This is an optimization exercise on Yosys and OpenROAD, whose aim is small area, not a production implementation. Function was checked by simulation only, so behaviour that the tests miss may differ from the original. The clock port is modelled as an ideal driver, which makes a skipped or thinned clock tree look cheaper than it is; a real chip needs a root buffer or a tree. No activity file was given, so power comes from the tool's default toggle rates.

$ cat flow/config.mk
export PLATFORM = sky130hd
export DESIGN_NAME = timer
export DESIGN_NICKNAME = timer
export VERILOG_FILES = /design/flow/design.v
export SDC_FILE = /design/flow/constraint.sdc
export NUM_CORES = 4
export LEC_CHECK = 0
export CAP_MARGIN = 20
export CORE_MARGIN = 2
export CORE_UTILIZATION = 28
export SLEW_MARGIN = 20
export BUFFER_PORTS_ARGS = -buffer_cell sky130_fd_sc_hd__buf_1
export CTS_ARGS = -sink_clustering_enable -repair_clock_nets -dont_use_dummy_load -buf_list sky130_fd_sc_hd__clkbuf_8 -root_buf sky130_fd_sc_hd__clkbuf_16 -sink_clustering_size 30 -sink_clustering_max_diameter 200
export SKIP_REPAIR_TIE_FANOUT = 1
export POST_CTS_TCL = /design/flow/flow/post_cts.tcl
$ cat flow/constraint.sdc
create_clock -name core_clock -period 5.0 [get_ports {clk}]
set_input_delay 1.0000 -clock core_clock [delete_from_list [all_inputs] [get_ports {clk}]]
set_output_delay 1.0000 -clock core_clock [all_outputs]
set_load 0.01 [all_outputs]
$ cat flow/design.v
module timer (
    input clk,
    input reset,
    output [3:0] dig,
    output [7:0] segments
);
reg [14:0] lf;
wire sec_tick = lf[0] & ~lf[1] & lf[2] & ~lf[3] & ~lf[4] & ~lf[5] & lf[6] & lf[7]
              & lf[10] & ~lf[11] & ~lf[12] & ~lf[13] & lf[14];
always @(posedge clk, posedge reset)
    if (reset)
        lf <= 15'h0d8a;
    else
        lf <= {lf[13:0], (lf[14] ^ lf[13]) & ~sec_tick};
reg [3:0] sec_0;
reg [2:0] sec_1;
wire s0_10 = sec_0[3] & sec_0[1];
wire s1_6 = sec_1[2] & sec_1[1];
wire c0_1 = sec_tick & sec_0[0];
wire c0_2 = c0_1 & sec_0[1];
wire c1_1 = s0_10 & sec_1[0];
always @(posedge clk, posedge reset)
    if (reset) begin
        sec_0 <= 4'd0;
        sec_1 <= 3'd0;
    end else begin
        sec_0[0] <= sec_0[0] ^ sec_tick;
        sec_0[1] <= (sec_0[1] ^ c0_1) & ~s0_10;
        sec_0[2] <= sec_0[2] ^ c0_2;
        sec_0[3] <= (sec_0[3] & ~sec_0[1]) | (c0_2 & sec_0[2]);
        sec_1[0] <= sec_1[0] ^ s0_10;
        sec_1[1] <= (sec_1[1] ^ c1_1) & ~s1_6;
        sec_1[2] <= (sec_1[2] ^ (c1_1 & sec_1[1])) & ~s1_6;
    end
reg [3:0] k;
reg sel;
wire k_wrap = ~k[0] & k[1] & ~k[2];
always @(posedge clk, posedge reset)
    if (reset) begin
        k <= 4'b0100;
        sel <= 1'b0;
    end else begin
        k <= {k[2:0], ~(k[3] ^ k[2]) & ~k_wrap};
        sel <= sel ^ k_wrap;
    end
wire [3:0] d = sel ? sec_0 : {1'b0, sec_1};
wire [6:0] seg;
assign seg[0] = ~d[3] & ~d[2] & ~d[1] & d[0] | d[2] & ~d[1] & ~d[0];
assign seg[1] = d[2] & (d[0] ^ d[1]);
assign seg[2] = ~d[3] & ~d[2] & d[1] & ~d[0];
assign seg[3] = ~d[3] & (d[2] ? ~(d[1] ^ d[0]) : ~d[1] & d[0]) | d[3] & d[1];
assign seg[4] = d[0] | d[2] & ~d[1];
assign seg[5] = ~d[3] & ~d[2] & (d[1] | d[0]) | d[2] & d[1] & d[0];
assign seg[6] = ~d[3] & ~d[2] & ~d[1] | d[2] & d[1] & d[0];
assign dig = {2'b11, sel, ~sel};
assign segments = {1'b1, seg};
endmodule
$ cat flow/flow/run.sh
#!/bin/bash
# Own layout flow: the standard ORFS flow with three changes.
#  1. Synthesis is ORFS's synthesis script with the ABC step run with an
#     area-oriented script (flow/area.abc) and without the half/full-adder
#     extraction; everything before ABC (and so every register and its name)
#     is the same as in the standard synthesis.
#  2. Ports are buffered with the smallest buffer (buf_1).
#  3. Clock tree synthesis uses clkbuf_8 and no dummy loads.
set -euo pipefail
W=$(pwd)
F=$W/flow

sed "s|^  log_cmd abc {\*}\$abc_args|  log_cmd abc -script $F/area.abc {*}[lrange \$abc_args 2 end]|" \
    "$FLOW_HOME/scripts/synth.tcl" > "$W/own_synth.tcl"
grep -q "$F/area.abc" "$W/own_synth.tcl"
sed "s|source \$::env(SCRIPTS_DIR)/synth.tcl|source $W/own_synth.tcl|" "$W/synth_recipe.tcl" > "$W/own_synth_recipe.tcl"
grep -q "own_synth.tcl" "$W/own_synth_recipe.tcl"

cat "$F/extra.mk" >> "$W/config.mk"
echo "export POST_CTS_TCL = $F/post_cts.tcl" >> "$W/config.mk"

bash "$W/standard.sh" SYNTH_SCRIPT="$W/own_synth_recipe.tcl" ADDER_MAP_FILE= finish > "$W/flow_make.log" 2>&1
$ cat flow/flow/area.abc
strash
&get -n
&fraig -x
&put
dc2
strash
&get -n
&dch -f
&nf -R 1000
&put
$ cat flow/flow/extra.mk
export BUFFER_PORTS_ARGS = -buffer_cell sky130_fd_sc_hd__buf_1
export CTS_ARGS = -sink_clustering_enable -repair_clock_nets -dont_use_dummy_load -buf_list sky130_fd_sc_hd__clkbuf_8 -root_buf sky130_fd_sc_hd__clkbuf_16 -sink_clustering_size 30 -sink_clustering_max_diameter 200
export SKIP_REPAIR_TIE_FANOUT = 1
$ cat flow/flow/post_cts.tcl
# Collapse the clock tree to one buffer: the sinks of every clock buffer that
# is driven by another clock buffer move to that driver's output net, and the
# emptied buffers and nets are removed.
set block [ord::get_db_block]
set bufs {}
foreach inst [$block getInsts] {
  if {[string match sky130_fd_sc_hd__clkbuf_* [[$inst getMaster] getName]]} {
    lappend bufs $inst
  }
}
foreach inst $bufs {
  set in [[$inst findITerm A] getNet]
  set out [[$inst findITerm X] getNet]
  set drv ""
  foreach it [$in getITerms] {
    if {[$it isOutputSignal]} { set drv [$it getInst] }
  }
  if {$drv eq ""} { continue }
  if {![string match sky130_fd_sc_hd__clkbuf_* [[$drv getMaster] getName]]} { continue }
  foreach it [$out getITerms] {
    if {[$it getInst] eq $inst} { continue }
    $it disconnect
    $it connect $in
  }
  puts "post_cts: removed clock buffer [$inst getName]"
  odb::dbInst_destroy $inst
  odb::dbNet_destroy $out
}

# The one remaining clock buffer becomes a buf_12.
set db [ord::get_db]
set m12 [$db findMaster sky130_fd_sc_hd__buf_12]
foreach inst [$block getInsts] {
  if {[string match sky130_fd_sc_hd__clkbuf_* [[$inst getMaster] getName]]} {
    $inst swapMaster $m12
    puts "post_cts: [$inst getName] is now a buf_12"
  }
}
$ cat flow/standard.sh
#!/bin/bash
# synth_recipe.tcl (not shown) runs the flow's synth.tcl, then flattens the netlist and writes it again
# the make line also repeats each setting of config.mk as NAME=value (left out here)
make -C /OpenROAD-flow-scripts/flow DESIGN_CONFIG=/design/flow/config.mk WORK_HOME=/design/flow/orfs CLKGATE_MAP_FILE= SYNTH_SCRIPT=/design/flow/synth_recipe.tcl "${@:-finish}"
==> flow_metrics.tcl, run 1 <==
set metrics [dict create \
    grtUsageTotal 0.105 \
    overflow 0 \
    synth.top_cells.by_area "sky130_fd_sc_hd__dfrtp_1 49%, sky130_fd_sc_hd__dfstp_2 18%, sky130_fd_sc_hd__mux2i_1 2.9%, sky130_fd_sc_hd__buf_4 2.9%, sky130_fd_sc_hd__nand2_1 2.9%" \
    synth_simple_gate_area_share 0.133 \
    total_leakage_power_nw 0.512 \
    critical_path.n_buffers_inverters 1 \
    max_cap_violations 0 \
    total_wirelength_of_the_detailed_routed_design_mm 1.55 \
    crit_path_end_kind "output pin" \
    hold_viol_final 0 \
    final.min_clock_period_ns 2.84 \
    ioPinCount 14 \
    critical_path.cell_chain "mux2i_1 > nor2b_1 > nor3_1 > o21ai_0 > o21a_1 > buf_1" \
    synth-warning-count 1 \
    drt_first_pass_iters 9 \
    drv_slew 0 \
    proportion_of_synthesized_chip_area_in_sequential_cells 0.667 \
    drcViolationCount 0 \
    hold_path.class "reg -> reg" \
    timing.critical_path.slowest_cell_delay_ns 0.50 \
    detail_route.wl_per_cell_um 11.6 \
    drtIter0Drc 36 \
    drt_antenna_net_count 0 \
    syn_avg_cell_area_um2 12.7 \
    yosys_register_bits 27 \
    start_util 0.300 \
    dpl.hpwl_mm 1.16 \
    nNetsFinal 92 \
    critical_path_arrival_ns 1.84 \
    final_core_utilization 0.325 \
    fin_tns_setup_ns 0 \
    synth-compound-area-share 0.0585 \
    irDropWorstVdd_v 0.000166 \
    critical-path-top-delay-family "flip-flops" \
    combinational_family_with_the_most_area_after_synthesis "simple AND/OR/NAND/NOR gates" \
    grt_first_pass_wirelength_mm 2.82 \
    critical_path.max_fanout 7 \
    synthCells 81 \
    timing.slew.headroom 0.406 \
    power.density_nw_per_um2 275 \
    die_height_um 64.5 \
    skew_ns 0.00440 \
    worst-setup-path-type "reg -> out" \
    clkLatencyLatePin_ns 0.13 \
    drive_gt1_frac 0.0909 \
    number_of_inserted_diodes 0 \
    route.vias.total 593 \
    cp_data_required_time_ns 4.00 \
    setup-violations-final 0 \
    critical_path.startpoint_type "flop" \
    top_cell_type_s_share_of_synthesized_area 0.488 \
    detail_route.vias_per_cell 4.43 \
    grt_max_degree 28 \
    synth_adder_area_share 0 \
    std_cell_rows 21 \
    die_width_um 64.5 \
    clk_transition_reported_paths_ns 0.10 \
    netlist_area_um2 1030 \
    critical-path-slowest-cell "sky130_fd_sc_hd__dfrtp_1" \
    synthesized_netlist_net_count 83 \
    synth.lib_cells_used.distinct 26 \
    count_of_clock_tree_sinks 27 \
    post_synth_xor_area_fraction 0.0427 \
    grt_pass1_vias 583 \
    io_buffer_count 10 \
    final_min_period_over_clock_period 0.568 \
    areaGrowthSynthToFinish_pct 8.29 \
    maxClockFrequency_mhz 352 \
    gp_congestion 0.742 \
    antenna_found_initial 0 \
    worst_slew_pin_slew_ns 0.886 \
    coreArea_um2 3420 \
    yosysTopAreaCell "sky130_fd_sc_hd__dfrtp_1" \
    setup_repair_after_global_routing_missed_its_margin "false" \
    floorplan.die_area_um2 4160 \
    run_status "complete, no violations" \
    synthMuxAreaShare 0.0512 \
]
final cells by class:
cell class                      instances  area, um2
Multi-Input combinational cell         46        297
Tap cell                               46       57.6
Clock buffer                            1       20.0
Inverter                                4       15.0
Timing Repair Buffer                   10       37.5
Fill cell                             366       2300
Sequential cell                        27        684
sequential cells by signal (all words and copies together) (netlist names):
| register | flops |
|---|---|
| lf | 15 |
| sec_1 | 3 |
| sec_0 | 4 |
| sel | 1 |
| k | 4 |
where the power goes:
| group | switching [W] | internal (W) | leakage [nW] |
|---|---|---|---|
| clock | 0.0000487 | 0.0000326 | 0.00940 |
| combinational | 0.00000486 | 0.000000239 | 0.160 |
| sequential | 0 | 0.000219 | 0.343 |
| total | 0.0000535 | 0.000251 | 0.512 |
cells by family after synthesis:
kind of cell | count (synthesis)
simple gates | 25
buf+inv | 8
compound gates | 10
other cells | 1
flops | 27
xor+xnor | 5
mux | 5
layout by cell type (no fill, tap or decap), drive strengths merged, types with 2 or more instances in the layout:
| cell | n |
|---|---|
| nand2 | 8 |
| a21oi | 2 |
| nor3 | 3 |
| o21ai | 4 |
| nor2b | 3 |
| buf | 11 |
| dfrtp | 20 |
| dfstp | 7 |
| nand3 | 2 |
| xnor2 | 3 |
| mux2 | 2 |
| nor2 | 2 |
| xor2 | 2 |
| nand2b | 2 |
| mux2i | 3 |
| clkinv | 4 |
worst reg2reg max path: stages (launching register included):
cell and delay [ns]:
sky130_fd_sc_hd__dfrtp_1 0.41, sky130_fd_sc_hd__nor4bb_1 0.32, sky130_fd_sc_hd__nand4b_1 0.13, sky130_fd_sc_hd__nor4_1 0.58, sky130_fd_sc_hd__and3_1 0.31, sky130_fd_sc_hd__xor2_1 0.16
layer usage:
| layer | vias to the layer above | global-route usage | routed length, um |
|---|---|---|---|
| li1 | 280 | - | - |
| met1 | 299 | 0.166 | 703 |
| met2 | 14 | 0.155 | 767 |
| met3 | 0 | 0.0174 | 83 |
| met4 | 0 | 0.0106 | 0 |
| met5 | - | 0 | 0 |
path summary, 6_finish.rpt:
path	startpoint	end	slack (ns)	depth (start not counted)
setup / recovery	sel	segments[3]	2.16	6
hold / removal	lf[9]	lf[10]	0.37	0
setup reg to reg	lf[13]	sec_0[2]	3.02	5
hold reg to reg	lf[9]	lf[10]	0.37	0
max in group asynchronous	reset	lf[6]	3.68	2
min in group asynchronous	reset	lf[9]	0.91	2
synthesized netlist by cell type, drive strengths merged:
cell type,instances
nor4,1
nor2b,3
mux2i,3
dfrtp,20
nand4b,1
nor3,3
o21a,1
nor4bb,1
nand3,2
nor2,2
buf,4
xnor2,3
o21ai,4
a211oi,1
conb,1
and3,1
nand4bb,1
a21boi,1
clkinv,4
nand2b,2
xor2,2
mux2,2
dfstp,7
a21o,1
a21oi,2
nand2,8
through the flow:
step,std cells,worst slack (ns),hold slack (ns),total power [W],instance area (um2)
floorplan,81,2.43,0.333,0.000228,1030
global placement,133,2.44,0.336,0.000228,1090
detailed placement,133,2.33,0.347,0.000228,1090
global route,134,1.96,0.374,0.000317,1110
finish,134,2.16,0.367,0.000305,1110
==> run 2, diff against run 1 <==
--- a/flow/flow/post_cts.tcl
+++ b/flow/flow/post_cts.tcl
@@ -27,12 +27,2 @@
   odb::dbNet_destroy $out
 }
-
-# The one remaining clock buffer becomes a buf_12.
-set db [ord::get_db]
-set m12 [$db findMaster sky130_fd_sc_hd__buf_12]
-foreach inst [$block getInsts] {
-  if {[string match sky130_fd_sc_hd__clkbuf_* [[$inst getMaster] getName]]} {
-    $inst swapMaster $m12
-    puts "post_cts: [$inst getName] is now a buf_12"
-  }
-}
==> flow_metrics.tcl, run 2 <==
set metrics [dict create \
    run_status "complete, no violations" \
    final_common_cell "sky130_fd_sc_hd__dfrtp_1" \
    maxClockFrequency_mhz 349 \
    synth.lib_cells_used.distinct 26 \
    setup-violations-final 0 \
    synthesized_netlist_net_count 83 \
    cp_data_required_time_ns 4.00 \
    hp-start "lf[9]" \
    drv_slew 0 \
    coreArea_um2 3420 \
    drtIter0Drc 38 \
    setup_repair_after_global_routing_missed_its_margin "false" \
    grt_pass1_vias 592 \
    max_cap_violations 0 \
    proportion_of_synthesized_chip_area_in_sequential_cells 0.667 \
    drt_antenna_net_count 0 \
    worst_slew_pin_slew_ns 0.901 \
    count_of_clock_tree_sinks 27 \
    global_route.peak_usage_layer "met2" \
    async_flop_share 1.00 \
    hold_viol_final 0 \
    synth-warning-count 1 \
    drt_first_pass_iters 5 \
    die_width_um 64.5 \
    number_of_inserted_diodes 0 \
    yosysTopAreaCell "sky130_fd_sc_hd__dfrtp_1" \
    dpl.hpwl_mm 1.16 \
    synth.top_cells.by_area "sky130_fd_sc_hd__dfrtp_1 49%, sky130_fd_sc_hd__dfstp_2 18%, sky130_fd_sc_hd__mux2i_1 2.9%, sky130_fd_sc_hd__buf_4 2.9%, sky130_fd_sc_hd__nand2_1 2.9%" \
    crit-reg2reg-launch "lf[13]" \
    synth_top_flop_cell "sky130_fd_sc_hd__dfrtp_1" \
    overflow 0 \
    grt_max_degree 28 \
    timing.slew.headroom 0.396 \
    fin_tns_setup_ns 0 \
    critical-path-slowest-cell "sky130_fd_sc_hd__dfrtp_1" \
    top_cell_type_s_share_of_synthesized_area 0.488 \
    worst-setup-path-type "reg -> out" \
    final_min_period_over_clock_period 0.574 \
    reg2reg_depth 5 \
    nNetsFinal 92 \
    critical_path.max_fanout 7 \
    final_cell_mix "20 x sky130_fd_sc_hd__dfrtp_1, 10 x sky130_fd_sc_hd__buf_1, 8 x sky130_fd_sc_hd__nand2_1" \
    drcViolationCount 0 \
    worstReg2RegEnd "sec_0[2]" \
    start_util 0.300 \
    skew_ns 0.00521 \
    timing.critical_path.slowest_cell_delay_ns 0.50 \
    hold_path.class "reg -> reg" \
    die_height_um 64.5 \
    total_wirelength_of_the_detailed_routed_design_mm 1.57 \
    final.min_clock_period_ns 2.87 \
    largest_registers_in_the_final_layout "lf x15, k x4, sec_0 x4" \
    critical_path_arrival_ns 1.87 \
    route.vias.total 584 \
    critical_path.cell_chain "mux2i_1 > nor2b_1 > nor3_1 > o21ai_0 > o21a_1 > buf_1" \
    antenna_found_initial 0 \
    total_leakage_power_nw 0.515 \
    hold_path_cell_cnt 0 \
    largest_reg_by_ff_count "lf" \
    use_met1 0.156 \
    grtUsageTotal 0.102 \
    synthCells 81 \
    netlist_area_um2 1030 \
    clkLatencyLatePin_ns 0.16 \
    crit_path_end_kind "output pin" \
    grt_first_pass_wirelength_mm 2.79 \
    detail_route.vias_per_cell 4.36 \
    irDropWorstVdd_v 0.000172 \
    ioPinCount 14 \
    gp_congestion 0.742 \
    critical_path.startpoint_type "flop" \
    met2_usage 0.159 \
    detail_route.wl_per_cell_um 11.7 \
    num-fill-cells 365 \
    use_met3 0.0174 \
    worst-r2r-setup-slack_ns 3.02 \
    holdPathEnd "lf[10]" \
    post_synth_most_frequent_cells "20 x sky130_fd_sc_hd__dfrtp_1, 8 x sky130_fd_sc_hd__nand2_1, 7 x sky130_fd_sc_hd__dfstp_2" \
    clk_transition_reported_paths_ns 0.09 \
    power.density_nw_per_um2 278 \
    std_cell_rows 21 \
    largest_register_ffs 15 \
    synth_most_common_cell "sky130_fd_sc_hd__dfrtp_1" \
    io_buffer_count 10 \
    yosys_register_bits 27 \
    areaGrowthSynthToFinish_pct 8.78 \
    syn_avg_cell_area_um2 12.7 \
    total_power_w 0.000310 \
    drive_gt1_frac 0.0909 \
    synth_edf_count 0 \
    floorplan.die_area_um2 4160 \
]
run 2: cell counts after synthesis:
No cell type changed its count.
run 2: where the power goes:
group | internal (W) | switching, W
clock | 0.0000368 | 0.0000493
combinational | 0.000000239 | 0.00000493
sequential | 0.000219 | 0
total | 0.000256 | 0.0000542
run 2: critical path: cells and delay by family, from the launching register on:
kind	cells	cell delay (ns)
AOI/OAI and AO/OA	2	0.32
DFF	1	0.50
and+or+nand+nor	2	0.29
buffers and inverters	1	0.14
muxes	1	0.44
run 2: logic make-up after synthesis:
group / share of synthesized area
compound gates: 0.0585
xor+xnor: 0.0427
buf+inv: 0.0439
flops: 0.667
mux: 0.0512
other cells: 0.00366
simple gates: 0.133
run 2: layout make-up:
type                       instances  area (um2)  share of cell area
sequential                        27         684               0.613
multi-input combinational         46         297               0.266
tap                               46        57.6              0.0516
timing repair buffer              10        37.5              0.0336
clock buffer                       1        25.0              0.0224
inverter                           4        15.0              0.0135
run 2: through the flow:
stage | instances | util | cell area [um2] | hold slack (ns) | setup slack (ns)
finish | 134 | 0.327 | 1120 | 0.366 | 2.13
global route | 134 | 0.327 | 1120 | 0.372 | 1.94
detailed placement | 133 | 0.319 | 1090 | 0.347 | 2.33
global placement | 133 | 0.319 | 1090 | 0.336 | 2.44
floorplan | 81 | - | 1030 | 0.333 | 2.43
run 2: worst max path at each step:
| stage | from | end | slack, ns | depth (start not counted) |
|---|---|---|---|---|
| finish | sel | segments[3] | 2.13 | 6 |
| global route | sel | segments[3] | 1.94 | 6 |
| detailed placement | sel | segments[3] | 2.33 | 6 |
| global placement | sel | segments[3] | 2.44 | 6 |
| floorplan | sel | segments[3] | 2.43 | 6 |
run 2: per-layer routing:
metal,vias up,wire length (um)
li1,282,-
met1,292,721
met2,10,782
met3,0,69
met4,0,0
met5,-,0
==> run 3, diff against run 2 <==
==> flow/design.v (replaced) <==
module timer (
    input clk,
    input reset,
    output [3:0] dig,
    output [7:0] segments
);
reg [14:0] lf;
wire sec_tick = lf[0] & ~lf[1] & lf[2] & ~lf[3] & ~lf[4] & ~lf[5] & lf[6] & lf[7]
              & lf[10] & ~lf[11] & ~lf[12] & ~lf[13] & lf[14];
always @(posedge clk, posedge reset)
    if (reset)
        lf <= 15'h0d8a;
    else
        lf <= {lf[13:0], (lf[14] ^ lf[13]) & ~sec_tick};
reg [3:0] sec_0;
reg [2:0] sec_1;
wire [3:0] n0;
wire [2:0] n1;
assign n0[0] = (~sec_tick & sec_0[0]) | (sec_tick & ~sec_0[0]);
assign n0[1] = (~sec_tick & sec_0[1]) | (sec_tick & ~sec_0[1] & sec_0[0]) | (~sec_0[2] & sec_0[1] & ~sec_0[0]);
assign n0[2] = (sec_tick & sec_0[1] & sec_0[0]) | (~sec_0[3] & sec_0[2] & ~sec_0[1]) | (~sec_tick & ~sec_0[3] & sec_0[2]);
assign n0[3] = (sec_tick & sec_0[2] & sec_0[1]) | (sec_0[3] & ~sec_0[2]);
assign n1[0] = (~sec_0[3] & sec_1[0]) | (~sec_0[2] & sec_1[0]) | (sec_0[3] & sec_0[2] & ~sec_1[0]);
assign n1[1] = (~sec_0[3] & ~sec_1[2] & sec_1[1]) | (~sec_0[2] & ~sec_1[2] & sec_1[1]) | (sec_0[3] & sec_0[2] & ~sec_1[1] & sec_1[0]) | (~sec_1[2] & sec_1[1] & ~sec_1[0]);
assign n1[2] = (sec_1[2] & ~sec_1[1]) | (sec_0[3] & sec_0[2] & sec_1[1] & sec_1[0]);
always @(posedge clk, posedge reset)
    if (reset) begin
        sec_0 <= 4'd0;
        sec_1 <= 3'd0;
    end else begin
        sec_0 <= n0;
        sec_1 <= n1;
    end
reg [3:0] k;
reg sel;
wire k_wrap = ~k[0] & k[1] & ~k[2];
always @(posedge clk, posedge reset)
    if (reset) begin
        k <= 4'b0100;
        sel <= 1'b0;
    end else begin
        k <= {k[2:0], ~(k[3] ^ k[2]) & ~k_wrap};
        sel <= sel ^ k_wrap;
    end
wire [6:0] seg;
wire [3:0] d = sel ? sec_0 : {1'b0, sec_1[2], sec_1[1], sec_1[0]};
assign seg[0] = (~d[3] & ~d[2] & ~d[1] & d[0]) | (~d[3] & d[2] & ~d[1] & ~d[0]);
assign seg[1] = (d[2] & d[0]) | (d[2] & d[1]);
assign seg[2] = (~d[3] & ~d[2] & d[1] & ~d[0]);
assign seg[3] = (~d[2] & ~d[1] & d[0]) | (d[2] & ~d[1] & ~d[0]);
assign seg[4] = (d[0]) | (~d[3] & d[2] & ~d[1]);
assign seg[5] = (~d[3] & ~d[2] & d[1]) | (~d[2] & ~d[1] & d[0]);
assign seg[6] = (~d[2] & ~d[1]);
assign dig = {2'b11, sel, ~sel};
assign segments = {1'b1, seg};
endmodule
==> flow/flow/area.abc (replaced) <==
strash
&get -n
&fraig -x
&put
dc2
strash
&get -n
&dch -f
&nf -R 1000
&put
strash
&get -n
&dch -f
&nf -R 1000
&put
--- a/flow/flow/post_cts.tcl
+++ b/flow/flow/post_cts.tcl
@@ -27,2 +27,12 @@
   odb::dbNet_destroy $out
 }
+
+# The one remaining clock buffer becomes a buf_12.
+set db [ord::get_db]
+set m12 [$db findMaster sky130_fd_sc_hd__buf_12]
+foreach inst [$block getInsts] {
+  if {[string match sky130_fd_sc_hd__clkbuf_* [[$inst getMaster] getName]]} {
+    $inst swapMaster $m12
+    puts "post_cts: [$inst getName] is now a buf_12"
+  }
+}
==> flow_metrics.tcl, run 3 <==
set metrics [dict create \
    crit_path_end_kind "output pin" \
    timing.slew.headroom 0.418 \
    critical_path.n_buffers_inverters 2 \
    switching_share 0.177 \
    yosys_register_bits 27 \
    power.density_nw_per_um2 282 \
    count_of_clock_tree_sinks 27 \
    setup-violations-final 0 \
    synth_top_flop_cell "sky130_fd_sc_hd__dfrtp_1" \
    fin_tns_setup_ns 0 \
    synth.top_cells.by_area "sky130_fd_sc_hd__dfrtp_1 50%, sky130_fd_sc_hd__dfstp_2 18%, sky130_fd_sc_hd__nor2_1 4.1%, sky130_fd_sc_hd__buf_4 3.0%, sky130_fd_sc_hd__xnor2_1 2.6%" \
    detail_route.wl_per_cell_um 11.0 \
    total_wirelength_of_the_detailed_routed_design_mm 1.50 \
    dpl.hpwl_mm 1.14 \
    hold_path_cell_cnt 0 \
    critical_path.max_fanout 7 \
    whs_ns 0.367 \
    power.net_switching_w 0.0000540 \
    power_frac_clock 0.268 \
    netlist_area_um2 997 \
    max_cap_violations 0 \
    antenna_found_initial 0 \
    top_cell_type_s_share_of_synthesized_area 0.502 \
    final_cell_mix "20 x sky130_fd_sc_hd__dfrtp_1, 11 x sky130_fd_sc_hd__nor2_1, 10 x sky130_fd_sc_hd__buf_1" \
    synth_most_common_cell "sky130_fd_sc_hd__dfrtp_1" \
    drt_antenna_net_count 0 \
    clk_transition_reported_paths_ns 0.10 \
    areaGrowthSynthToFinish_pct 8.53 \
    die_height_um 63.7 \
    largest_registers_in_the_final_layout "lf x15, k x4, sec_0 x4" \
    critical_path.startpoint_type "flop" \
    hold_viol_final 0 \
    run_status "complete, no violations" \
    drive_gt1_frac 0.0889 \
    io_buffer_count 10 \
    placed_cells_incl_taps 135 \
    finalNonFillerCells 136 \
    drcViolationCount 0 \
    largest_register_ffs 15 \
    nNetsFinal 94 \
    detail_route.vias_per_cell 4.49 \
    largest_reg_by_ff_count "lf" \
    critical_path_arrival_ns 1.74 \
    hold_path.class "reg -> reg" \
    yosysTopAreaCell "sky130_fd_sc_hd__dfrtp_1" \
    irDropWorstVdd_v 0.000144 \
    timing.critical_path.slowest_cell_delay_ns 0.48 \
    drt_first_pass_iters 4 \
    synthesized_netlist_net_count 85 \
    worst_slew_pin_slew_ns 0.868 \
    floorplan.die_area_um2 4050 \
    gp_congestion 0.732 \
    skew_ns 0.00421 \
    syn_avg_cell_area_um2 12.0 \
    coreArea_um2 3390 \
    critical_path.cell_chain "mux2_1 > nor2_1 > clkinv_1 > o21ai_0 > and2_0 > buf_1" \
    total_leakage_power_nw 0.504 \
    final_min_period_over_clock_period 0.547 \
    start_util 0.294 \
    drv_slew 0 \
    cp_num_cells 6 \
    std_cell_rows 21 \
    setup_repair_after_global_routing_missed_its_margin "false" \
    num-fill-cells 344 \
    synth.lib_cells_used.distinct 22 \
    async_flop_share 1.00 \
    number_of_inserted_diodes 0 \
    route.vias.total 611 \
    grt_max_degree 28 \
    grtUsageTotal 0.103 \
    ioPinCount 14 \
    synthCells 83 \
    drtIter0Drc 32 \
    final_core_utilization 0.319 \
    critical-path-slowest-cell "sky130_fd_sc_hd__dfrtp_1" \
    final_common_cell "sky130_fd_sc_hd__dfrtp_1" \
    grt_first_pass_wirelength_mm 2.71 \
    critical-path-top-delay-family "flip-flops" \
    final.min_clock_period_ns 2.74 \
    cp_data_required_time_ns 4.00 \
    overflow 0 \
    die_width_um 63.7 \
    comb_power_share 0.016 \
    clkLatencyLatePin_ns 0.13 \
    maxClockFrequency_mhz 365 \
    reg2reg_depth 8 \
    post_synth_most_frequent_cells "20 x sky130_fd_sc_hd__dfrtp_1, 11 x sky130_fd_sc_hd__nor2_1, 7 x sky130_fd_sc_hd__dfstp_2" \
    proportion_of_synthesized_chip_area_in_sequential_cells 0.686 \
    synth-warning-count 1 \
    intPower_w 0.000251 \
    synth_edf_count 0 \
    p_seq_frac 0.716 \
    grt_pass1_vias 610 \
    worst-setup-path-type "reg -> out" \
]
run 3: routing by layer:
| metal | routed length [um] | share of wire | global-route usage |
|---|---|---|---|
| met1 | 626 | 0.42 | 0.146 |
| met2 | 790 | 0.53 | 0.170 |
| met3 | 73 | 0.049 | 0.0161 |
| met4 | 9 | 0.0060 | 0.0163 |
| met5 | 0 | 0 | 0 |
run 3: worst paths after layout:
| check | start | end | slack [ns] |
|---|---|---|---|
| setup / recovery | sel | segments[0] | 2.26 |
| setup reg to reg | lf[13] | sec_0[1] | 2.93 |
| hold reg to reg | lf[9] | lf[10] | 0.37 |
| max in group asynchronous | reset | lf[4] | 3.69 |
| hold / removal | lf[9] | lf[10] | 0.37 |
| min in group asynchronous | reset | lf[6] | 0.90 |
run 3: area by class of cell:
cell class,count,area (um2),share of cell area
Sequential cell,27,684,0.632
Multi-Input combinational cell,47,264,0.244
Timing Repair Buffer,10,37.5,0.0347
Clock buffer,1,20.0,0.0185
Inverter,5,18.8,0.0173
Tap cell,46,57.6,0.0532
run 3: logic make-up (layout without fill, tap and decap cells):
| logic type | Yosys count | in the layout | synth area share |
|---|---|---|---|
| AND/OR/NAND/NOR | 31 | 31 | 0.146 |
| flip-flops | 27 | 27 | 0.686 |
| AO/OA/AOI/OAI | 9 | 9 | 0.0565 |
| buffers and inverters | 9 | 16 | 0.0489 |
| XOR/XNOR | 3 | 3 | 0.0264 |
| multiplexers | 3 | 3 | 0.0326 |
| other | 1 | 1 | 0.00376 |
run 3: stage by stage:
| step | area [um2] | power, W | setup WS [ns] |
|---|---|---|---|
| after global routing | 1080 | 0.000321 | 2.07 |
| after detailed placement | 1060 | 0.000228 | 2.40 |
| after floorplan | 997 | 0.000228 | 2.41 |
| after global placement | 1060 | 0.000228 | 2.49 |
| final | 1080 | 0.000305 | 2.26 |
run 3: power groups by stage:
stage | registers (W) | clock network (W) | logic, W
after global routing | 0.000219 | 0.0000959 | 0.00000615
final | 0.000219 | 0.0000818 | 0.00000502
after floorplan | 0.000223 | 0 | 0.00000591
after global placement | 0.000223 | 0 | 0.00000529
after detailed placement | 0.000223 | 0 | 0.00000558
==> run 4, diff against run 3 <==
==> flow/design.v (replaced) <==
module timer (
    input clk,
    input reset,
    output [3:0] dig,
    output [7:0] segments
);
reg [14:0] lf;
wire sec_tick = lf[0] & ~lf[1] & lf[2] & ~lf[3] & ~lf[4] & ~lf[5] & lf[6] & lf[7]
              & lf[10] & ~lf[11] & ~lf[12] & ~lf[13] & lf[14];
always @(posedge clk, posedge reset)
    if (reset)
        lf <= 15'h0d8a;
    else
        lf <= {lf[13:0], (lf[14] ^ lf[13]) & ~sec_tick};
reg [3:0] sec_0;
reg [2:0] sec_1;
wire [3:0] n0;
wire [2:0] n1;
assign n0[0] = (~sec_tick & sec_0[0]) | (sec_tick & ~sec_0[0]);
assign n0[1] = (~sec_tick & sec_0[1]) | (sec_0[1] & ~sec_0[0]) | (sec_tick & ~sec_0[1] & sec_0[0]) | (~sec_0[3] & ~sec_0[2] & sec_0[1]);
assign n0[2] = (sec_tick & sec_0[1] & sec_0[0]) | (~sec_tick & ~sec_0[3] & sec_0[2]) | (sec_0[2] & sec_0[1]);
assign n0[3] = (sec_tick & sec_0[2] & ~sec_0[1]) | (sec_0[3] & ~sec_0[2]);
assign n1[0] = (~sec_0[3] & sec_1[0]) | (~sec_0[2] & sec_1[0]) | (sec_0[3] & sec_0[2] & ~sec_1[0]);
assign n1[1] = (~sec_0[3] & sec_1[1]) | (~sec_0[2] & sec_1[1]) | (~sec_1[2] & sec_1[1]) | (sec_1[1] & ~sec_1[0]) | (sec_0[3] & sec_0[2] & ~sec_1[2] & sec_1[0]);
assign n1[2] = (sec_1[2] & sec_1[1]) | (sec_0[3] & sec_0[2] & sec_1[1] & sec_1[0]);
always @(posedge clk, posedge reset)
    if (reset) begin
        sec_0 <= 4'd0;
        sec_1 <= 3'd0;
    end else begin
        sec_0 <= n0;
        sec_1 <= n1;
    end
reg [3:0] k;
reg sel;
wire k_wrap = ~k[0] & k[1] & ~k[2];
always @(posedge clk, posedge reset)
    if (reset) begin
        k <= 4'b0100;
        sel <= 1'b0;
    end else begin
        k <= {k[2:0], ~(k[3] ^ k[2]) & ~k_wrap};
        sel <= sel ^ k_wrap;
    end
wire [6:0] seg;
wire [3:0] d = sel ? sec_0 : {1'b0, sec_1[2], sec_1[1], sec_1[0]};
assign seg[0] = (~d[3] & ~d[1] & d[0]) | (d[2] & d[1] & ~d[0]);
assign seg[1] = (~d[3] & d[2] & ~d[1]) | (d[2] & d[0]);
assign seg[2] = (~d[3] & ~d[2] & d[1] & ~d[0]);
assign seg[3] = (~d[1] & d[0]) | (d[2] & d[1] & ~d[0]) | (d[3] & ~d[1]);
assign seg[4] = (d[0]) | (d[2] & d[1]);
assign seg[5] = (~d[3] & ~d[2] & d[1]) | (~d[1] & d[0]);
assign seg[6] = (~d[2] & ~d[1]);
assign dig = {2'b11, sel, ~sel};
assign segments = {1'b1, seg};
endmodule
==> flow_metrics.tcl, run 4 <==
set metrics [dict create \
    run_status "complete, no violations" \
    skew_ns 0.00133 \
    drt_first_pass_iters 5 \
    num-fill-cells 362 \
    largest_reg_by_ff_count "lf" \
    timing.slew.headroom 0.401 \
    detail_route.wl_per_cell_um 11.1 \
    yosysTopAreaCell "sky130_fd_sc_hd__dfrtp_1" \
    ioPinCount 14 \
    irDropWorstVdd_v 0.000165 \
    crit_path_end_kind "output pin" \
    start_util 0.294 \
    total_power_w 0.000307 \
    synth_edf_count 0 \
    synth-warning-count 1 \
    floorplan.die_area_um2 4030 \
    post_synth_most_frequent_cells "20 x sky130_fd_sc_hd__dfrtp_1, 13 x sky130_fd_sc_hd__nor2_1, 7 x sky130_fd_sc_hd__dfstp_2" \
    drcViolationCount 0 \
    synth.lib_cells_used.distinct 23 \
    synth_simple_gate_area_share 0.157 \
    critical_path_arrival_ns 1.72 \
    total_wirelength_of_the_detailed_routed_design_mm 1.52 \
    grt_pass1_vias 563 \
    total_leakage_power_nw 0.499 \
    final_common_cell "sky130_fd_sc_hd__dfrtp_1" \
    areaGrowthSynthToFinish_pct 8.60 \
    cp_data_required_time_ns 4.00 \
    grt_max_degree 28 \
    synth-compound-area-share 0.0582 \
    io_buffer_count 10 \
    gp_congestion 0.695 \
    synth_most_common_cell "sky130_fd_sc_hd__dfrtp_1" \
    power_frac_clock 0.271 \
    post_synth_xor_area_fraction 0.0177 \
    max_cap_violations 0 \
    die_width_um 63.5 \
    clk_transition_reported_paths_ns 0.10 \
    synth.top_cells.by_area "sky130_fd_sc_hd__dfrtp_1 51%, sky130_fd_sc_hd__dfstp_2 19%, sky130_fd_sc_hd__nor2_1 4.9%, sky130_fd_sc_hd__mux2i_1 3.0%, sky130_fd_sc_hd__buf_4 3.0%" \
    comb_power_share 0.017 \
    multi_input_area_um2 264 \
    combinational_family_with_the_most_area_after_synthesis "simple AND/OR/NAND/NOR gates" \
    std_cell_rows 21 \
    synthMuxAreaShare 0.0303 \
    total_area_of_sequential_cells_um2 684 \
    finalNonFillerCells 136 \
    placed_cells_incl_taps 135 \
    yosys_register_bits 27 \
    power.net_switching_w 0.0000554 \
    async_flop_share 1.00 \
    drt_antenna_net_count 0 \
    synthCells 83 \
    detail_route.vias_per_cell 4.36 \
    antenna_found_initial 0 \
    dpl.hpwl_mm 1.06 \
    netlist_area_um2 990 \
    fin_tns_setup_ns 0 \
    critical_path.startpoint_type "flop" \
    route.vias.total 593 \
    drtIter0Drc 24 \
    worst-setup-path-type "reg -> out" \
    overflow 0 \
    hold_path.class "reg -> reg" \
    count_of_clock_tree_sinks 27 \
    drive_gt1_frac 0.0889 \
    critical_path.max_fanout 6 \
    synth_top_flop_cell "sky130_fd_sc_hd__dfrtp_1" \
    maxClockFrequency_mhz 368 \
    number_of_inserted_diodes 0 \
    nNetsFinal 94 \
    setup-violations-final 0 \
    die_height_um 63.5 \
    switching_share 0.181 \
    intPower_w 0.000251 \
    power.density_nw_per_um2 285 \
    synthesized_netlist_net_count 85 \
    p_seq_frac 0.712 \
    proportion_of_synthesized_chip_area_in_sequential_cells 0.692 \
    coreArea_um2 3360 \
    syn_avg_cell_area_um2 11.9 \
    final_min_period_over_clock_period 0.543 \
    grt_first_pass_wirelength_mm 2.52 \
    clkLatencyLatePin_ns 0.13 \
    synth_adder_area_share 0 \
    drv_slew 0 \
    hold_viol_final 0 \
    final_cell_mix "20 x sky130_fd_sc_hd__dfrtp_1, 13 x sky130_fd_sc_hd__nor2_1, 10 x sky130_fd_sc_hd__buf_1" \
    grtUsageTotal 0.0976 \
    final.min_clock_period_ns 2.72 \
    largest_register_ffs 15 \
    top_cell_type_s_share_of_synthesized_area 0.506 \
    largest_registers_in_the_final_layout "lf x15, k x4, sec_0 x4" \
    setup_repair_after_global_routing_missed_its_margin "false" \
    worst_slew_pin_slew_ns 0.893 \
]
## run 4: changes by cell type in the layout (fill, tap and decap cells not counted), moves of 2 or more
cell	delta
sky130_fd_sc_hd__mux2i_1	+2
sky130_fd_sc_hd__mux2_1	-2
sky130_fd_sc_hd__clkinv_1	-2
sky130_fd_sc_hd__nor2_1	+2
## run 4: path summary, 6_finish.rpt
path                         from           to  slack, ns  cells past startpoint
max                           sel  segments[3]       2.28                      5
min                         lf[9]       lf[10]       0.37                      0
max reg2reg                lf[13]     sec_0[1]       3.06                      9
min reg2reg                 lf[9]       lf[10]       0.37                      0
max in group asynchronous   reset     sec_0[1]       3.68                      2
min in group asynchronous   reset        lf[9]       0.91                      2
## run 4: per-layer routing
layer,track usage,wire length [um],share of wire,vias to the layer above
met5,0,0,0,-
met4,0.0163,8,0.0053,0
met3,0.0179,94,0.062,2
met2,0.153,694,0.46,21
met1,0.144,717,0.47,289
li1,-,-,-,281
## run 4: metrics by stage
| stage | instance area [um2] | setup slack (ns) | utilization | hold slack, ns |
|---|---|---|---|---|
| after global placement | 1050 | 2.51 | 0.314 | 0.337 |
| after floorplan | 990 | 2.67 | - | 0.333 |
| final | 1070 | 2.28 | 0.320 | 0.366 |
| after detailed placement | 1050 | 2.44 | 0.314 | 0.339 |
| after global routing | 1070 | 2.17 | 0.320 | 0.378 |
## run 4: worst max-delay path, cell delays in order, from the launching register on
cell and delay (ns):
sky130_fd_sc_hd__dfrtp_1 0.48, sky130_fd_sc_hd__mux2i_1 0.35, sky130_fd_sc_hd__clkinv_1 0.15, sky130_fd_sc_hd__or3_1 0.34, sky130_fd_sc_hd__o211ai_1 0.10, sky130_fd_sc_hd__buf_1 0.17
## run 4: power groups by stage
stage	clock [W]	combinational, W	sequential, W
finish	0.0000831	0.00000513	0.000219
global route	0.0000951	0.00000636	0.000219
detailed placement	0	0.00000548	0.000223
global placement	0	0.00000531	0.000223
floorplan	0	0.00000591	0.000223
## run 4: cell type report
| type | instances | share of cell area |
|---|---|---|
| clock buffers | 1 | 0.0186 |
| repair buffers | 10 | 0.0349 |
| well taps | 46 | 0.0536 |
| multi-input cells | 49 | 0.246 |
| flip-flops and latches | 27 | 0.637 |
| inverters | 3 | 0.0105 |
## run 4: kinds of logic (layout without fill, tap and decap cells)
group / Yosys count / count (layout)
AND/OR/NAND/NOR: 33 / 33
flip-flops: 27 / 27
AO/OA/AOI/OAI: 10 / 10
buffers and inverters: 7 / 14
multiplexers: 3 / 3
XOR/XNOR: 2 / 2
other: 1 / 1
==> run 5, diff against run 4 <==
--- a/flow/flow/post_cts.tcl
+++ b/flow/flow/post_cts.tcl
@@ -28,11 +28,35 @@
 }
 
-# The one remaining clock buffer becomes a buf_12.
+# Move each remaining clock buffer to the centre of its sinks, then legalize.
+set moved 0
+foreach inst [$block getInsts] {
+  if {![string match sky130_fd_sc_hd__clkbuf_* [[$inst getMaster] getName]]} { continue }
+  set out [[$inst findITerm X] getNet]
+  set n 0; set sx 0; set sy 0
+  foreach it [$out getITerms] {
+    if {[$it getInst] eq $inst} { continue }
+    set box [[$it getInst] getBBox]
+    set sx [expr {$sx + ([$box xMin] + [$box xMax]) / 2}]
+    set sy [expr {$sy + ([$box yMin] + [$box yMax]) / 2}]
+    incr n
+  }
+  if {$n == 0} { continue }
+  $inst setLocation [expr {$sx / $n}] [expr {$sy / $n}]
+  $inst setPlacementStatus PLACED
+  puts "post_cts: moved [$inst getName] to the centre of its $n sinks"
+  incr moved
+}
+if {$moved} {
+  detailed_placement
+  check_placement -verbose
+}
+
+# The one remaining clock buffer becomes a buf_8.
 set db [ord::get_db]
-set m12 [$db findMaster sky130_fd_sc_hd__buf_12]
+set m12 [$db findMaster sky130_fd_sc_hd__buf_8]
 foreach inst [$block getInsts] {
   if {[string match sky130_fd_sc_hd__clkbuf_* [[$inst getMaster] getName]]} {
     $inst swapMaster $m12
-    puts "post_cts: [$inst getName] is now a buf_12"
+    puts "post_cts: [$inst getName] is now a buf_8"
   }
 }
--- a/flow/config.mk
+++ b/flow/config.mk
@@ -9,4 +9,5 @@
 export CORE_MARGIN = 2
 export CORE_UTILIZATION = 28
+export PLACE_DENSITY = 0.85
 export SLEW_MARGIN = 20
 export BUFFER_PORTS_ARGS = -buffer_cell sky130_fd_sc_hd__buf_1
==> flow_metrics.tcl, run 5 <==
set metrics [dict create \
    run_status "complete, no violations" \
    std_cell_rows 21 \
    synthCells 83 \
    grt_pass1_vias 630 \
    areaGrowthSynthToFinish_pct 8.09 \
    worstReg2RegEnd "sec_0[1]" \
    floorplan.die_area_um2 4030 \
    grt_max_degree 28 \
    critical_path_arrival_ns 1.78 \
    drtIter0Drc 33 \
    grt_first_pass_wirelength_mm 2.66 \
    synthesized_netlist_net_count 85 \
    power.density_nw_per_um2 273 \
    number_of_inserted_diodes 0 \
    synth_top_flop_cell "sky130_fd_sc_hd__dfrtp_1" \
    die_width_um 63.5 \
    critical_path.endpoint "segments[3]" \
    netlist_area_um2 990 \
    clk_transition_reported_paths_ns 0.12 \
    setup.worst_path.start "sel" \
    hold_viol_final 0 \
    synth_most_common_cell "sky130_fd_sc_hd__dfrtp_1" \
    coreArea_um2 3360 \
    cp_data_required_time_ns 4.00 \
    crit-reg2reg-launch "lf[13]" \
    whs_ns 0.371 \
    top_cell_type_s_share_of_synthesized_area 0.506 \
    clkLatencyLatePin_ns 0.14 \
    gp_congestion 0.726 \
    timing.slew.headroom 0.430 \
    yosysTopAreaCell "sky130_fd_sc_hd__dfrtp_1" \
    hold_path.class "reg -> reg" \
    critical_path.startpoint_type "flop" \
    maxClockFrequency_mhz 360 \
    nNetsFinal 94 \
    io_buffer_count 10 \
    ioPinCount 14 \
    detail_route.vias_per_cell 4.57 \
    die_height_um 63.5 \
    setup-violations-final 0 \
    drv_slew 0 \
    critical_path.max_fanout 6 \
    final_min_period_over_clock_period 0.555 \
    synth.lib_cells_used.distinct 23 \
    worst-setup-path-type "reg -> out" \
    syn_avg_cell_area_um2 11.9 \
    worst_slew_pin_slew_ns 0.850 \
    proportion_of_synthesized_chip_area_in_sequential_cells 0.692 \
    start_util 0.294 \
    antenna_found_initial 0 \
    grtUsageTotal 0.0991 \
    synth.top_cells.by_area "sky130_fd_sc_hd__dfrtp_1 51%, sky130_fd_sc_hd__dfstp_2 19%, sky130_fd_sc_hd__nor2_1 4.9%, sky130_fd_sc_hd__mux2i_1 3.0%, sky130_fd_sc_hd__buf_4 3.0%" \
    synth-warning-count 1 \
    crit_path_end_kind "output pin" \
    drcViolationCount 0 \
    largest_reg_by_ff_count "lf" \
    async_flop_share 1.00 \
    reg2reg_depth 9 \
    route.vias.total 622 \
    irDropWorstVdd_v 0.000190 \
    final_cell_mix "20 x sky130_fd_sc_hd__dfrtp_1, 13 x sky130_fd_sc_hd__nor2_1, 10 x sky130_fd_sc_hd__buf_1" \
    final_common_cell "sky130_fd_sc_hd__dfrtp_1" \
    total_leakage_power_nw 0.497 \
    post_synth_most_frequent_cells "20 x sky130_fd_sc_hd__dfrtp_1, 13 x sky130_fd_sc_hd__nor2_1, 7 x sky130_fd_sc_hd__dfstp_2" \
    final.min_clock_period_ns 2.78 \
    drt_antenna_net_count 0 \
    drt_first_pass_iters 6 \
    max_cap_violations 0 \
    largest_registers_in_the_final_layout "lf x15, k x4, sec_0 x4" \
    skew_ns 0.000799 \
    worst-r2r-setup-slack_ns 2.97 \
    yosys_register_bits 27 \
    drive_gt1_frac 0.0889 \
    largest_register_ffs 15 \
    detail_route.wl_per_cell_um 11.2 \
    setup_repair_after_global_routing_missed_its_margin "false" \
    overflow 0 \
    total_wirelength_of_the_detailed_routed_design_mm 1.52 \
    count_of_clock_tree_sinks 27 \
    synth_edf_count 0 \
    fin_tns_setup_ns 0 \
]
## run 5: cells by family (layout without fill, tap and decap cells)
kind of cell           count (synthesis)  in the layout  share of synthesized area
other                                  1              1                    0.00379
multiplexers                           3              3                     0.0303
flip-flops                            27             27                      0.692
XOR/XNOR                               2              2                     0.0177
buffers and inverters                  7             14                     0.0417
AND/OR/NAND/NOR                       33             33                      0.157
AO/OA/AOI/OAI                         10             10                     0.0582
## run 5: power by group
group	total, W	switching (W)	internal, W
Clock	0.0000687	0.0000457	0.0000230
Combinational	0.00000495	0.00000471	0.000000240
Sequential	0.000219	0	0.000219
Total	0.000292	0.0000504	0.000242
## run 5: per-layer routing
layer | global-route usage | vias up | share of wire
li1 | - | 283 | -
met4 | 0.0217 | 0 | 0.016
met5 | 0 | - | 0
met2 | 0.175 | 27 | 0.50
met1 | 0.127 | 308 | 0.43
met3 | 0.0161 | 4 | 0.054
## run 5: final cells by class
class / count / area (um2)
clock buffers: 1 / 15.0
fillers: 359 / 2290
inverters: 3 / 11.3
multi-input cells: 49 / 264
flip-flops and latches: 27 / 684
well taps: 46 / 57.6
repair buffers: 10 / 37.5
## run 5: worst min-delay path by stage
stage                      start      to  cells after the start
final                      lf[9]  lf[10]                      0
after global routing      lf[10]  lf[11]                      0
after detailed placement   lf[9]  lf[10]                      0
after global placement     lf[9]  lf[10]                      0
after floorplan            lf[9]  lf[10]                      0
## run 5: per-stage QoR
| step | util | total power [W] | instance area, um2 | std cells | setup slack, ns |
|---|---|---|---|---|---|
| finish | 0.318 | 0.000292 | 1070 | 136 | 2.22 |
| global route | 0.318 | 0.000308 | 1070 | 136 | 2.06 |
| detailed placement | 0.314 | 0.000228 | 1050 | 135 | 2.41 |
| global placement | 0.314 | 0.000228 | 1050 | 135 | 2.52 |
| floorplan | - | 0.000228 | 990 | 83 | 2.67 |
## run 5: critical path, cell delays in order, from the launching register on
cell	delay (ns)
sky130_fd_sc_hd__dfrtp_1	0.50
sky130_fd_sc_hd__mux2i_1	0.33
sky130_fd_sc_hd__clkinv_1	0.16
sky130_fd_sc_hd__or3_1	0.35
sky130_fd_sc_hd__o211ai_1	0.11
sky130_fd_sc_hd__buf_1	0.18
==> run 6, diff against run 5 <==
--- a/flow/flow/run.sh
+++ b/flow/flow/run.sh
@@ -1,10 +1,10 @@
 #!/bin/bash
-# Own layout flow: the standard ORFS flow with three changes.
+# Own layout flow: the standard ORFS flow (standard.sh) with these changes.
 #  1. Synthesis is ORFS's synthesis script with the ABC step run with an
 #     area-oriented script (flow/area.abc) and without the half/full-adder
-#     extraction; everything before ABC (and so every register and its name)
-#     is the same as in the standard synthesis.
-#  2. Ports are buffered with the smallest buffer (buf_1).
-#  3. Clock tree synthesis uses clkbuf_8 and no dummy loads.
+#     extraction; everything before ABC (and so every register, its name and
+#     its cell) is the same as in the standard synthesis.
+#  2. Ports are buffered with the smallest buffer (buf_1); the constant
+#     outputs share one tie cell (SKIP_REPAIR_TIE_FANOUT).
 set -euo pipefail
 W=$(pwd)
--- a/flow/flow/post_cts.tcl
+++ b/flow/flow/post_cts.tcl
@@ -54,8 +54,8 @@
 # The one remaining clock buffer becomes a buf_8.
 set db [ord::get_db]
-set m12 [$db findMaster sky130_fd_sc_hd__buf_8]
+set mbuf [$db findMaster sky130_fd_sc_hd__buf_8]
 foreach inst [$block getInsts] {
   if {[string match sky130_fd_sc_hd__clkbuf_* [[$inst getMaster] getName]]} {
-    $inst swapMaster $m12
+    $inst swapMaster $mbuf
     puts "post_cts: [$inst getName] is now a buf_8"
   }
==> flow_metrics.tcl, run 6 <==
set metrics [dict create \
    final_cell_mix "20 x sky130_fd_sc_hd__dfrtp_1, 13 x sky130_fd_sc_hd__nor2_1, 10 x sky130_fd_sc_hd__buf_1" \
    antenna_found_initial 0 \
    total_power_w 0.000292 \
    drt_antenna_net_count 0 \
    use_met1 0.127 \
    drtIter0Drc 33 \
    fin_tns_setup_ns 0 \
    final_min_period_over_clock_period 0.555 \
    setup_repair_after_global_routing_missed_its_margin "false" \
    synth_edf_count 0 \
    die_height_um 63.5 \
    critical-path-slowest-cell "sky130_fd_sc_hd__dfrtp_1" \
    critical_path.cell_chain "mux2i_1 > clkinv_1 > or3_1 > o211ai_1 > buf_1" \
    multi_input_area_um2 264 \
    num-fill-cells 359 \
    coreArea_um2 3360 \
    critical_path.n_buffers_inverters 2 \
    timing.critical_path.slowest_cell_delay_ns 0.50 \
    synth.lib_cells_used.distinct 23 \
    synthCells 83 \
    drv_slew 0 \
    grt_max_degree 28 \
    dp_worst_setup_slack_ns 2.41 \
    max_cap_violations 0 \
    crit-reg2reg-launch "lf[13]" \
    worst-setup-path-type "reg -> out" \
    critical-path-top-delay-family "flip-flops" \
    clk_transition_reported_paths_ns 0.12 \
    ioPinCount 14 \
    met2_usage 0.175 \
    yosys_register_bits 27 \
    total_wirelength_of_the_detailed_routed_design_mm 1.52 \
    maxClockFrequency_mhz 360 \
    worst_slew_pin_slew_ns 0.850 \
    final_common_cell "sky130_fd_sc_hd__dfrtp_1" \
    power.density_nw_per_um2 273 \
    drcViolationCount 0 \
    largest_reg_by_ff_count "lf" \
    drt_first_pass_iters 6 \
    hp-start "lf[9]" \
    post_synth_most_frequent_cells "20 x sky130_fd_sc_hd__dfrtp_1, 13 x sky130_fd_sc_hd__nor2_1, 7 x sky130_fd_sc_hd__dfstp_2" \
    global_route.peak_usage_layer "met2" \
    synthesized_netlist_net_count 85 \
    hold_viol_final 0 \
    floorplan.die_area_um2 4030 \
    largest_register_ffs 15 \
    crit_path_end_kind "output pin" \
    overflow 0 \
    synth_most_common_cell "sky130_fd_sc_hd__dfrtp_1" \
    top_cell_type_s_share_of_synthesized_area 0.506 \
    clkLatencyLatePin_ns 0.14 \
    skew_ns 0.000799 \
    number_of_inserted_diodes 0 \
    grtUsageTotal 0.0991 \
    total_leakage_power_nw 0.497 \
    drive_gt1_frac 0.0889 \
    synth_top_flop_cell "sky130_fd_sc_hd__dfrtp_1" \
    irDropWorstVdd_v 0.000190 \
    syn_avg_cell_area_um2 11.9 \
    setup.worst_path.start "sel" \
    setup-violations-final 0 \
    largest_registers_in_the_final_layout "lf x15, k x4, sec_0 x4" \
    run_status "complete, no violations" \
    start_util 0.294 \
    timing.slew.headroom 0.430 \
    io_buffer_count 10 \
    netlist_area_um2 990 \
    detail_route.wl_per_cell_um 11.2 \
    grt_first_pass_wirelength_mm 2.66 \
    postLayoutSetupSlackWorst_ns 2.22 \
    grt_pass1_vias 630 \
    std_cell_rows 21 \
    async_flop_share 1.00 \
    areaGrowthSynthToFinish_pct 8.09 \
    proportion_of_synthesized_chip_area_in_sequential_cells 0.692 \
    total_area_of_sequential_cells_um2 684 \
    hold_path.class "reg -> reg" \
    synth-warning-count 1 \
    worst-r2r-setup-slack_ns 2.97 \
    synth.top_cells.by_area "sky130_fd_sc_hd__dfrtp_1 51%, sky130_fd_sc_hd__dfstp_2 19%, sky130_fd_sc_hd__nor2_1 4.9%, sky130_fd_sc_hd__mux2i_1 3.0%, sky130_fd_sc_hd__buf_4 3.0%" \
    detail_route.vias_per_cell 4.57 \
    route.vias.total 622 \
    critical_path_arrival_ns 1.78 \
    critical_path.startpoint_type "flop" \
    critical_path.max_fanout 6 \
    finalNonFillerCells 136 \
    gp_congestion 0.726 \
    placed_cells_incl_taps 135 \
    nNetsFinal 94 \
    cp_data_required_time_ns 4.00 \
    yosysTopAreaCell "sky130_fd_sc_hd__dfrtp_1" \
    die_width_um 63.5 \
    final.min_clock_period_ns 2.78 \
    final_core_utilization 0.318 \
    use_met3 0.0161 \
    count_of_clock_tree_sinks 27 \
]
[run 6: kinds of logic after synthesis]
family	after synthesis	share of synthesized area
compound gates	10	0.0582
xor+xnor	2	0.0177
buf+inv	7	0.0417
flops	27	0.692
mux	3	0.0303
other cells	1	0.00379
simple gates	33	0.157
[run 6: cell type report]
class,instances,share of cell area
Clock buffer,1,0.0140
Inverter,3,0.0105
Multi-Input combinational cell,49,0.247
Sequential cell,27,0.640
Tap cell,46,0.0538
Timing Repair Buffer,10,0.0351
[run 6: worst register-to-register path: cells and delay by family (launching register included)]
| family | cells | cell delay, ns |
|---|---|---|
| flops | 1 | 0.43 |
| simple gates | 9 | 1.52 |
[run 6: stage by stage]
step	hold slack [ns]	instance area, um2
final	0.371	1070
after global routing	0.383	1070
after detailed placement	0.348	1050
after global placement	0.341	1050
after floorplan	0.333	990
[run 6: power by group]
group | switching, W | total, W | internal (W)
Sequential | 0 | 0.000219 | 0.000219
Clock | 0.0000457 | 0.0000687 | 0.0000230
Combinational | 0.00000471 | 0.00000495 | 0.000000240
[run 6: path summary, 6_finish.rpt]
path                               end  depth (start not counted)
max                        segments[3]                          5
min                             lf[10]                          0
max reg2reg                   sec_0[1]                          9
min reg2reg                     lf[10]                          0
max in group asynchronous     sec_0[1]                          2
min in group asynchronous        lf[6]                          2
[run 6: metal layers]
layer	wire length [um]	share of wire
met4	24	0.016
met5	0	0
met1	649	0.43
met3	82	0.054
met2	766	0.50

==> re-timing with driven ports <==
How much do the figures lean on ideal ports? The routed layouts below were timed once more, with nothing changed but the port constraints. Step 1 sets driving cells, clkbuf_16 on the clock port and buf_2 on the other inputs (assumed; they add their load-dependent delay and slew). Step 2 times the ports against the registers' clock, not the clock port: input delays grow and output delays shrink by t, the midpoint of the rising clock arrivals with the driver on. Three values: no drivers, after step 1, after step 2; two values: the first two.
run | t, ns | slack for setup (ns) | clock arrival spread, ns | worst slew at a driven data input, ns
run 1 | 0.156 | 2.159 / 2.131 / 2.287 | 0.005 / 0.004 | 0.03
run 2 | 0.179 | 2.131 / 2.105 / 2.285 | 0.005 / 0.005 | 0.03
run 3 | 0.158 | 2.264 / 2.235 / 2.393 | 0.004 / 0.004 | 0.03
run 4 | 0.160 | 2.285 / 2.256 / 2.415 | 0.002 / 0.001 | 0.03
run 5 | 0.166 | 2.223 / 2.199 / 2.364 | 0.000 / 0.001 | 0.03
run 6 | 0.166 | 2.223 / 2.199 / 2.364 | 0.000 / 0.001 | 0.03
After both steps every run listed still meets setup and hold.
